What follows belongs to an exercise in optimizing a design on an open flow for small area, a short achievable clock period and few clock cycles per item; a production flow would make more cautious choices.
Where RTL was checked, it was by simulation tests only, not by an equivalence proof against the original.
No activity file was given, so power comes from the tool's default toggle rates.

main:
==> flow/design.v <==
module Binary_to_BCD
  #(parameter INPUT_WIDTH = 28,
    parameter DECIMAL_DIGITS = 8)
  (
   input                         clk,
   input                         rst,
   input [INPUT_WIDTH-1:0]       i_Binary,
   input                         i_Start,
   output [DECIMAL_DIGITS*4-1:0] o_BCD,
   output                        o_DV
   );
  function [3:0] add3(input [3:0] d, input en);
    reg c;
    begin
      c = en & (d[3] | (d[2] & (d[1] | d[0])));
      add3 = {c | d[3], c ? d[3] & d[0] : d[2], c ? (d[3] ? ~d[0] : d[1] & d[0]) : d[1], d[0] ^ c};
    end
  endfunction
  reg [33:0] r_R;
  reg        r_Busy, r_DV;
  reg [6:0] r_T;    
  reg [33:0] w_L;
  always @* begin
    w_L = {i_Binary, 6'b0};
    w_L = {w_L[32:0], w_L[33]};
    w_L = {w_L[32:0], w_L[33]};
    w_L = {w_L[32:0], w_L[33]};
    w_L[3:0] = add3(w_L[3:0], 1'b1);
    w_L = {w_L[32:0], w_L[33]};
  end
  reg [33:0] w_S;
  always @* begin
    w_S = r_R;
    w_S[3:0] = add3(w_S[3:0], 1'b1);
    w_S[7:4] = add3(w_S[7:4], 1'b1);
    w_S[11:8] = add3(w_S[11:8], r_T[0]);
    w_S[15:12] = add3(w_S[15:12], r_T[1]);
    w_S[19:16] = add3(w_S[19:16], r_T[3]);
    w_S[23:20] = add3(w_S[23:20], r_T[4]);
    w_S[27:24] = add3(w_S[27:24], r_T[5]);
    w_S = {w_S[32:0], w_S[33]};
    w_S[3:0] = add3(w_S[3:0], 1'b1);
    w_S[7:4] = add3(w_S[7:4], 1'b1);
    w_S[11:8] = add3(w_S[11:8], r_T[0]);
    w_S[15:12] = add3(w_S[15:12], r_T[1]);
    w_S[19:16] = add3(w_S[19:16], r_T[2]);
    w_S[23:20] = add3(w_S[23:20], r_T[4]);
    w_S[27:24] = add3(w_S[27:24], r_T[5]);
    w_S[31:28] = add3(w_S[31:28], r_T[6]);
    w_S = {w_S[32:0], w_S[33]};
    w_S[3:0] = add3(w_S[3:0], 1'b1);
    w_S[7:4] = add3(w_S[7:4], 1'b1);
    w_S[11:8] = add3(w_S[11:8], 1'b1);
    w_S[15:12] = add3(w_S[15:12], r_T[1]);
    w_S[19:16] = add3(w_S[19:16], r_T[2]);
    w_S[23:20] = add3(w_S[23:20], r_T[3]);
    w_S[27:24] = add3(w_S[27:24], r_T[5]);
    w_S[31:28] = add3(w_S[31:28], r_T[6]);
    w_S = {w_S[32:0], w_S[33]};
  end
  always @(posedge clk) begin
    r_R <= r_Busy ? w_S : w_L;
    r_T <= r_Busy ? {r_T[5:0], 1'b1} : 7'b0;
    if (rst) begin
      r_Busy <= 1'b0;
      r_DV   <= 1'b0;
    end else if (r_Busy) begin
      r_Busy <= ~r_T[6];
      r_DV   <= r_T[6];
    end else begin
      r_Busy <= i_Start;
      r_DV   <= 1'b0;
    end
  end
  assign o_BCD = r_R[31:0];
  assign o_DV  = r_DV;
endmodule
Settings: LEC_CHECK=0, ABC_AREA=1, CAP_MARGIN=20, CORE_MARGIN=2, CORE_UTILIZATION=40, PLACE_DENSITY=0.6, SLEW_MARGIN=20; clock period 5.0 ns.
standard.sh (not shown) runs the stock make flow with config.mk's settings and CLKGATE_MAP_FILE= SYNTH_SCRIPT=/design/flow/synth_recipe.tcl, a recipe that flattens the netlist after the stock synthesis.
==> flow/flow/run.sh <==
#!/bin/bash
# The standard layout (the standard.sh, unchanged synthesis and steps), with
# the port buffers that buffer_ports inserts made sky130_fd_sc_hd__buf_1 cells
# instead of its default pick. Every tool's output goes to standard_flow.log here;
# ORFS also keeps each step's log under orfs/logs.
set -euo pipefail
bash standard.sh 'BUFFER_PORTS_ARGS=-buffer_cell sky130_fd_sc_hd__buf_1' finish > standard_flow.log 2>&1
Testbench counts of main, summed over its fixed seeds: cycles 11,520, items 1,280.
### main -> the feature branch
==> flow/design.v <==
module Binary_to_BCD
  #(parameter INPUT_WIDTH = 28,
    parameter DECIMAL_DIGITS = 8)
  (
   input                         clk,
   input                         rst,
   input [INPUT_WIDTH-1:0]       i_Binary,
   input                         i_Start,
   output [DECIMAL_DIGITS*4-1:0] o_BCD,
   output                        o_DV
   );
  function [3:0] add3(input [3:0] d, input en);
    reg c;
    begin
      c = en & (d[3] | (d[2] & (d[1] | d[0])));
      add3 = {c | d[3], c ? d[3] & d[0] : d[2], c ? (d[3] ? ~d[0] : d[1] & d[0]) : d[1], d[0] ^ c};
    end
  endfunction
  reg [33:0] r_R;
  reg        r_Busy, r_DV;
  reg [4:0] r_T;    
  reg [33:0] w_L;
  always @* begin
    w_L = {i_Binary, 6'b0};
    w_L = {w_L[32:0], w_L[33]};
    w_L = {w_L[32:0], w_L[33]};
    w_L = {w_L[32:0], w_L[33]};
    w_L[3:0] = add3(w_L[3:0], 1'b1);
    w_L = {w_L[32:0], w_L[33]};
  end
  reg [33:0] w_S;
  always @* begin
    w_S = r_R;
    w_S[3:0] = add3(w_S[3:0], 1'b1);
    w_S[7:4] = add3(w_S[7:4], 1'b1);
    w_S[11:8] = add3(w_S[11:8], r_T[0]);
    w_S[15:12] = add3(w_S[15:12], r_T[1]);
    w_S[19:16] = add3(w_S[19:16], r_T[2]);
    w_S[23:20] = add3(w_S[23:20], r_T[3]);
    w_S[27:24] = add3(w_S[27:24], r_T[4]);
    w_S = {w_S[32:0], w_S[33]};
    w_S[3:0] = add3(w_S[3:0], 1'b1);
    w_S[7:4] = add3(w_S[7:4], 1'b1);
    w_S[11:8] = add3(w_S[11:8], r_T[0]);
    w_S[15:12] = add3(w_S[15:12], r_T[1]);
    w_S[19:16] = add3(w_S[19:16], r_T[2]);
    w_S[23:20] = add3(w_S[23:20], r_T[3]);
    w_S[27:24] = add3(w_S[27:24], r_T[4]);
    w_S = {w_S[32:0], w_S[33]};
    w_S[3:0] = add3(w_S[3:0], 1'b1);
    w_S[7:4] = add3(w_S[7:4], 1'b1);
    w_S[11:8] = add3(w_S[11:8], 1'b1);
    w_S[15:12] = add3(w_S[15:12], r_T[0]);
    w_S[19:16] = add3(w_S[19:16], r_T[1]);
    w_S[23:20] = add3(w_S[23:20], r_T[2]);
    w_S[27:24] = add3(w_S[27:24], r_T[3]);
    w_S[31:28] = add3(w_S[31:28], r_T[4]);
    w_S = {w_S[32:0], w_S[33]};
    w_S[3:0] = add3(w_S[3:0], 1'b1);
    w_S[7:4] = add3(w_S[7:4], 1'b1);
    w_S[11:8] = add3(w_S[11:8], 1'b1);
    w_S[15:12] = add3(w_S[15:12], r_T[0]);
    w_S[19:16] = add3(w_S[19:16], r_T[1]);
    w_S[23:20] = add3(w_S[23:20], r_T[2]);
    w_S[27:24] = add3(w_S[27:24], r_T[3]);
    w_S[31:28] = add3(w_S[31:28], r_T[4]);
    w_S = {w_S[32:0], w_S[33]};
  end
  always @(posedge clk) begin
    r_R <= r_Busy ? w_S : w_L;
    r_T <= r_Busy ? {r_T[3:0], 1'b1} : 5'b0;
    if (rst) begin
      r_Busy <= 1'b0;
      r_DV   <= 1'b0;
    end else if (r_Busy) begin
      r_Busy <= ~r_T[4];
      r_DV   <= r_T[4];
    end else begin
      r_Busy <= i_Start;
      r_DV   <= 1'b0;
    end
  end
  assign o_BCD = r_R[31:0];
  assign o_DV  = r_DV;
endmodule
Findings:
In the tables for the feature branch and main, sequential power share reads lower with the feature branch. Max synthesized area per cell across the feature branch and main: main. The feature branch reports a lower sequential share of layout area than main does. The feature branch: combinational cell fraction of total power is 22 points higher than what main reported. Compared the feature branch vs main, and combined area of all synthesized cells is up in the feature branch. Between the feature branch and main, multi-input logic cell count is lower for main, the feature branch comes in above that. Status: met2 routing resource usage after global routing parity (main, the feature branch).
The RTL of the feature branch was laid out without a check of its function.

-- what the ideal ports hide --
Ports are ideal in the flow. The routed layouts listed here were re-timed in OpenROAD. Step 1 (the two cells are an assumption about what drives the block):
set clk [get_ports {clk}]
set_driving_cell -lib_cell sky130_fd_sc_hd__clkbuf_16 $clk
set_driving_cell -lib_cell sky130_fd_sc_hd__buf_2 [delete_from_list [all_inputs] $clk]
Step 2 times the ports against the registers' clock, not the clock port: input delays grow and output delays shrink by t, the midpoint of the rising clock arrivals with the driver on. a / b / c = ideal / step 1 / step 2; a / b = the first two.
| run | t (ns) | setup WS [ns] | worst slew at a driven data input, ns |
|---|---|---|---|
| main | 0.319 | 2.896 / 2.896 / 2.896 | 0.04 |
| the feature branch | 0.329 | 2.149 / 2.149 / 2.149 | 0.04 |
After both steps setup and hold are still met in every run listed.
